What follows belongs to an exercise in optimizing a design on an open flow for small area; a production flow would make more cautious choices. Only simulation tests tie the RTL to the original design; equivalence was not proved. Power is estimated from default activity; no workload was simulated.

==> flow/design.v <==
`timescale 1ns / 1ps
`default_nettype none
module ay_period_counter #(parameter W = 12) (
  input wire clk,
  input wire rst_n,        
  input wire tick,
  input wire [W-1:0] period_n,    
  output wire wrap
  );
  reg [W-1:0] cnt;
  reg [W:0] ge;            
  reg [W:0] cy;            
  reg [W-1:0] nxt;
  integer i;
  always @* begin
    ge[0] = 1'b1;
    cy[0] = tick;
    for (i = 0; i < W; i = i + 1) begin
      ge[i+1] = (cnt[i] & period_n[i]) | ((cnt[i] | period_n[i]) & ge[i]);
      cy[i+1] = cy[i] & cnt[i];
      nxt[i]  = cnt[i] ^ cy[i];
    end
  end
  assign wrap = tick & ge[W];
  wire clr = ~rst_n | wrap;
  always @(posedge clk)
    cnt <= clr ? {{(W-1){1'b0}}, 1'b1} : nxt;
endmodule
module ay_3_8192 (
  input wire clk,
  input wire clken,
  input wire rst_n,
  input wire a8,
  input wire bdir,
  input wire bc1,
  input wire [7:0] din,
  input wire [7:0] din_z,      
  output reg [7:0] dout,       
  output wire rd_ok,           
  output wire midi,            
  output wire [7:0] channel_a,
  output wire [7:0] channel_b,
  output wire [7:0] channel_c
  );
  reg [3:0] ra;
  reg ra_ok;
  wire latch = a8 & bdir & bc1;
  always @(posedge clk)
    if (~rst_n | latch) begin
      ra    <= din_z[3:0];
      ra_ok <= ~rst_n | (din[7:4] == 4'b0000);
    end
  wire wr = a8 & bdir & ~bc1 & ra_ok;
  assign rd_ok = ~bdir & bc1 & ra_ok;
  wire [15:0] we;
  genvar g;
  generate
    for (g = 0; g < 16; g = g + 1) begin : dec
      assign we[g] = ~rst_n | (wr & (ra == g));
    end
  endgenerate
  reg [11:0] period_a_n, period_b_n, period_c_n;    
  reg [4:0] noise_period_n;
  reg [7:0] enable_chan;
  reg [4:0] vol_a, vol_b, vol_c;    
  reg [15:0] envelope_period_n;
  reg [3:0] envelope_shape;
  reg [7:0] reg_port_a, reg_port_b;
  always @(posedge clk) begin
    if (we[0])  period_a_n[7:0]       <= ~din_z;
    if (we[1])  period_a_n[11:8]      <= ~din_z[3:0];
    if (we[2])  period_b_n[7:0]       <= ~din_z;
    if (we[3])  period_b_n[11:8]      <= ~din_z[3:0];
    if (we[4])  period_c_n[7:0]       <= ~din_z;
    if (we[5])  period_c_n[11:8]      <= ~din_z[3:0];
    if (we[6])  noise_period_n        <= ~din_z[4:0];
    if (we[7])  enable_chan           <= din | {8{~rst_n}};
    if (we[8])  vol_a                 <= din_z[4:0];
    if (we[9])  vol_b                 <= din_z[4:0];
    if (we[10]) vol_c                 <= din_z[4:0];
    if (we[11]) envelope_period_n[7:0]  <= ~din_z;
    if (we[12]) envelope_period_n[15:8] <= ~din_z;
    if (we[13]) envelope_shape        <= din_z[3:0];
    if (we[14]) reg_port_a            <= din_z;
    if (we[15]) reg_port_b            <= din_z;
  end
  assign midi = reg_port_a[2];
  always @* begin
    case (ra)
      4'd0 : dout = ~period_a_n[7:0];
      4'd1 : dout = {4'b0000, ~period_a_n[11:8]};
      4'd2 : dout = ~period_b_n[7:0];
      4'd3 : dout = {4'b0000, ~period_b_n[11:8]};
      4'd4 : dout = ~period_c_n[7:0];
      4'd5 : dout = {4'b0000, ~period_c_n[11:8]};
      4'd6 : dout = {3'b000, ~noise_period_n};
      4'd7 : dout = enable_chan;
      4'd8 : dout = {3'b000, vol_a};
      4'd9 : dout = {3'b000, vol_b};
      4'd10: dout = {3'b000, vol_c};
      4'd11: dout = ~envelope_period_n[7:0];
      4'd12: dout = ~envelope_period_n[15:8];
      4'd13: dout = {4'b0000, envelope_shape};
      4'd14: dout = reg_port_a & {8{enable_chan[6]}};
      default: dout = reg_port_b | {8{~enable_chan[7]}};
    endcase
  end
  reg [3:0] presc;
  always @(posedge clk)
    presc <= {4{rst_n}} & (presc + {3'b000, clken});
  wire tick     = clken & (presc[2:0] == 3'b000);
  wire tick_env = tick & ~presc[3];
  wire wrap_a, wrap_b, wrap_c, wrap_n;
  ay_period_counter #(12) cnt_a (.clk(clk), .rst_n(rst_n), .tick(tick), .period_n(period_a_n), .wrap(wrap_a));
  ay_period_counter #(12) cnt_b (.clk(clk), .rst_n(rst_n), .tick(tick), .period_n(period_b_n), .wrap(wrap_b));
  ay_period_counter #(12) cnt_c (.clk(clk), .rst_n(rst_n), .tick(tick), .period_n(period_c_n), .wrap(wrap_c));
  ay_period_counter #(5)  cnt_n (.clk(clk), .rst_n(rst_n), .tick(tick), .period_n(noise_period_n), .wrap(wrap_n));
  reg tone_a, tone_b, tone_c, tone_noise;
  localparam [16:0] NS_INV = 17'h0AAAA;
  reg [16:0] ns_q;
  wire [16:0] noise_shiftreg = ns_q ^ NS_INV;
  always @(posedge clk) begin
    tone_a     <= rst_n & (tone_a ^ wrap_a);
    tone_b     <= rst_n & (tone_b ^ wrap_b);
    tone_c     <= rst_n & (tone_c ^ wrap_c);
    tone_noise <= rst_n & (tone_noise ^ (wrap_n & noise_shiftreg[0]));
    if (~rst_n | wrap_n)
      ns_q <= NS_INV ^ (rst_n ? {noise_shiftreg[0] ^ noise_shiftreg[3], noise_shiftreg[16:1]} : 17'h00001);
  end
  wire tone_noise_a = (tone_a | enable_chan[0]) & (tone_noise | enable_chan[3]);
  wire tone_noise_b = (tone_b | enable_chan[1]) & (tone_noise | enable_chan[4]);
  wire tone_noise_c = (tone_c | enable_chan[2]) & (tone_noise | enable_chan[5]);
  wire env_rst_n = rst_n & ~(wr & (ra == 4'd13));
  wire wrap_e;
  ay_period_counter #(16) cnt_e (.clk(clk), .rst_n(env_rst_n), .tick(tick_env), .period_n(envelope_period_n), .wrap(wrap_e));
  reg [4:0] env_seq;
  reg env_first;
  always @(posedge clk) begin
    env_seq <= {5{env_rst_n}} & (env_seq + {4'b0000, wrap_e});
    env_first <= ~env_rst_n | (env_first & ~(wrap_e & (env_seq[3:0] == 4'b1111) & ~env_seq[4]));
  end
  wire cont   = envelope_shape[3];
  wire attack = envelope_shape[2];
  wire altern = envelope_shape[1];
  wire hold   = envelope_shape[0];
  reg [3:0] envelope;
  always @* begin
    if (env_first)
      envelope = env_seq[3:0] ^ {4{~attack}};
    else if (~cont)
      envelope = 4'b0000;
    else if (hold)
      envelope = {4{attack ^ altern}};
    else
      envelope = env_seq[3:0] ^ {4{~attack ^ (altern & env_seq[4])}};
  end
  reg [3:0] lin_a, lin_b, lin_c;      
  reg [3:0] lvl_a, lvl_b, lvl_c;      
  always @(posedge clk) begin
    if (clken) begin
      lin_a <= (vol_a[4] ? envelope : vol_a[3:0]) & {4{tone_noise_a}};
      lin_b <= (vol_b[4] ? envelope : vol_b[3:0]) & {4{tone_noise_b}};
      lin_c <= (vol_c[4] ? envelope : vol_c[3:0]) & {4{tone_noise_c}};
      lvl_a <= lin_a;
      lvl_b <= lin_b;
      lvl_c <= lin_c;
    end
  end
  localparam [127:0] lin2log = {8'd255, 8'd208, 8'd166, 8'd130,
                                8'd98,  8'd77,  8'd55,  8'd34,
                                8'd29,  8'd18,  8'd13,  8'd9,
                                8'd6,   8'd4,   8'd3,   8'd0};
  assign channel_a = lin2log[lvl_a*8 +: 8];
  assign channel_b = lin2log[lvl_b*8 +: 8];
  assign channel_c = lin2log[lvl_c*8 +: 8];
endmodule
`timescale 1ns / 1ps
`default_nettype none
module turbosound (
    input wire clk,
    input wire clk35en,
    input wire clk175en,
    input wire reset_n,
    input wire disable_ay,
    input wire disable_turboay,
    input wire bdir,
    input wire bc1,
    input wire [7:0] din,
    output reg [7:0] dout,
    output reg oe,
    output reg midi_out,
    output wire [23:0] audio_out_ay1_splitted,
    output wire [23:0] audio_out_ay2_splitted
    );
  reg ay_select;
  wire sel_en = ~reset_n | (~disable_ay & ~disable_turboay & bdir & bc1 & (&din[7:1]));
  always @(posedge clk)
    if (sel_en)
      ay_select <= ~reset_n | din[0];
  wire [7:0] din_z = din & {8{reset_n}};
  wire rd_ok1, rd_ok2;
  wire [7:0] dout_ay1, dout_ay2;
  wire midi1, midi2;
  always @* begin
    if (ay_select == 1'b0) begin
      midi_out = midi2;
      dout = dout_ay2;
      oe = ~disable_ay & ~disable_turboay & rd_ok2;
    end
    else begin
      midi_out = midi1;
      dout = dout_ay1;
      oe = ~disable_ay & rd_ok1;
    end
  end
  ay_3_8192 ay1 (
    .clk(clk),
    .clken(~disable_ay & clk175en),
    .rst_n(reset_n),
    .a8(ay_select),
    .bdir(bdir),
    .bc1(bc1),
    .din(din),
    .din_z(din_z),
    .dout(dout_ay1),
    .rd_ok(rd_ok1),
    .midi(midi1),
    .channel_a(audio_out_ay1_splitted[23:16]),
    .channel_b(audio_out_ay1_splitted[15:8]),
    .channel_c(audio_out_ay1_splitted[7:0])
  );
  ay_3_8192 ay2 (
    .clk(clk),
    .clken(~disable_ay & ~disable_turboay & clk175en),
    .rst_n(reset_n),
    .a8(~ay_select),
    .bdir(bdir),
    .bc1(bc1),
    .din(din),
    .din_z(din_z),
    .dout(dout_ay2),
    .rd_ok(rd_ok2),
    .midi(midi2),
    .channel_a(audio_out_ay2_splitted[23:16]),
    .channel_b(audio_out_ay2_splitted[15:8]),
    .channel_c(audio_out_ay2_splitted[7:0])
  );
endmodule
clock: 10.0 ns
lec_check: 0
abc_area: 1
cap_margin: 20
core_margin: 2
core_utilization: 60
slew_margin: 20
standard.sh (not shown) runs the stock make flow with config.mk's settings and CLKGATE_MAP_FILE= SYNTH_SCRIPT=/design/flow/synth_recipe.tcl, a recipe that flattens the netlist after the stock synthesis.
==> flow/flow/run.sh <==
#!/bin/bash
# Standard ORFS layout through the standard.sh, with these changes:
#  - synthesis: same script, but ABC maps with an area-oriented script
#    (flow/abc_area.script) and Yosys does not pre-extract half/full adders,
#    so ABC optimises that logic too; registers are untouched
#  - clock tree: no dummy loads, sink clusters of up to 8, clkbuf_4 buffers
#  - port buffers: buf_1
set -euo pipefail
W=$PWD
rm -rf "$W/scripts_local"
cp -r "$FLOW_HOME/scripts" "$W/scripts_local"
cp "$W/flow/abc_area.script" "$W/scripts_local/abc_area.script"
export CTS_ARGS="-sink_clustering_enable -repair_clock_nets -dont_use_dummy_load -sink_clustering_size 8 -sink_clustering_max_diameter 60 -buf_list sky130_fd_sc_hd__clkbuf_4"
export BUFFER_PORTS_ARGS="-buffer_cell sky130_fd_sc_hd__buf_1"
bash standard.sh SCRIPTS_DIR="$W/scripts_local" ADDER_MAP_FILE= finish > standard.log 2>&1
==> flow/flow/abc_area.script <==
&get -n
&st
&syn2
&dch -f
&nf -a -p -F 8 -A 4
&st
&deepsyn -T 60
&dch -f
&nf -a -p -F 8 -A 4
&put
topo
The first run completed without violations.
Next try:
--- a/flow/design.v
+++ b/flow/design.v
@@ -134,11 +134,12 @@
   wire wrap_e;
   ay_period_counter #(16) cnt_e (.clk(clk), .rst_n(env_rst_n), .tick(tick_env), .period_n(envelope_period_n), .wrap(wrap_e));
   reg [4:0] env_seq;
   reg env_first;
   always @(posedge clk) begin
-    env_seq <= {5{env_rst_n}} & (env_seq + {4'b0000, wrap_e});
+    if (~env_rst_n | wrap_e)
+      env_seq <= {5{env_rst_n}} & (env_seq + 5'd1);
     env_first <= ~env_rst_n | (env_first & ~(wrap_e & (env_seq[3:0] == 4'b1111) & ~env_seq[4]));
   end
   wire cont   = envelope_shape[3];
   wire attack = envelope_shape[2];
   wire altern = envelope_shape[1];
After rerunning: The changed run produced a clean layout. Global-route usage climbs by 0.88 points. Final cell count came out lower by 1.7%. Routed wire length goes up by 2.5%. Flip-flop and latch count is unchanged. Synthesized area is about the same. Worst setup slack gets worse by 160 ps. Fmax came out lower by 2.9%. Core utilization increases by 0.14 points. Combinational power is higher by about 5%. Non-clock buffer count came out higher by 1.

==> separate check: timing with driven ports <==
Ports are ideal in the flow. The routed layouts listed here were re-timed in OpenROAD.
Step 1 sets driving cells, clkbuf_16 on the clock port and buf_2 on the other inputs (assumed; they add their load-dependent delay and slew).
Step 2 times the ports against the registers' clock, not the clock port: input delays grow and output delays shrink by t, the midpoint of the rising clock arrivals with the driver on.
a / b / c = ideal / step 1 / step 2; a / b = the first two.
run | t, ns | setup WS [ns] | worst register clock-pin slew, ns | worst slew at a driven data input, ns
the first run | 0.751 | 4.652 / 4.603 / 4.446 | 0.11 / 0.11 | 0.07
the second run | 0.764 | 4.493 / 4.444 / 4.801 | 0.10 / 0.10 | 0.05
After both steps setup and hold are still met in every run listed. For the first run, which loses most, drivers alone change the setup slack by -0.049 ns; drivers and shift together by -0.206 ns.
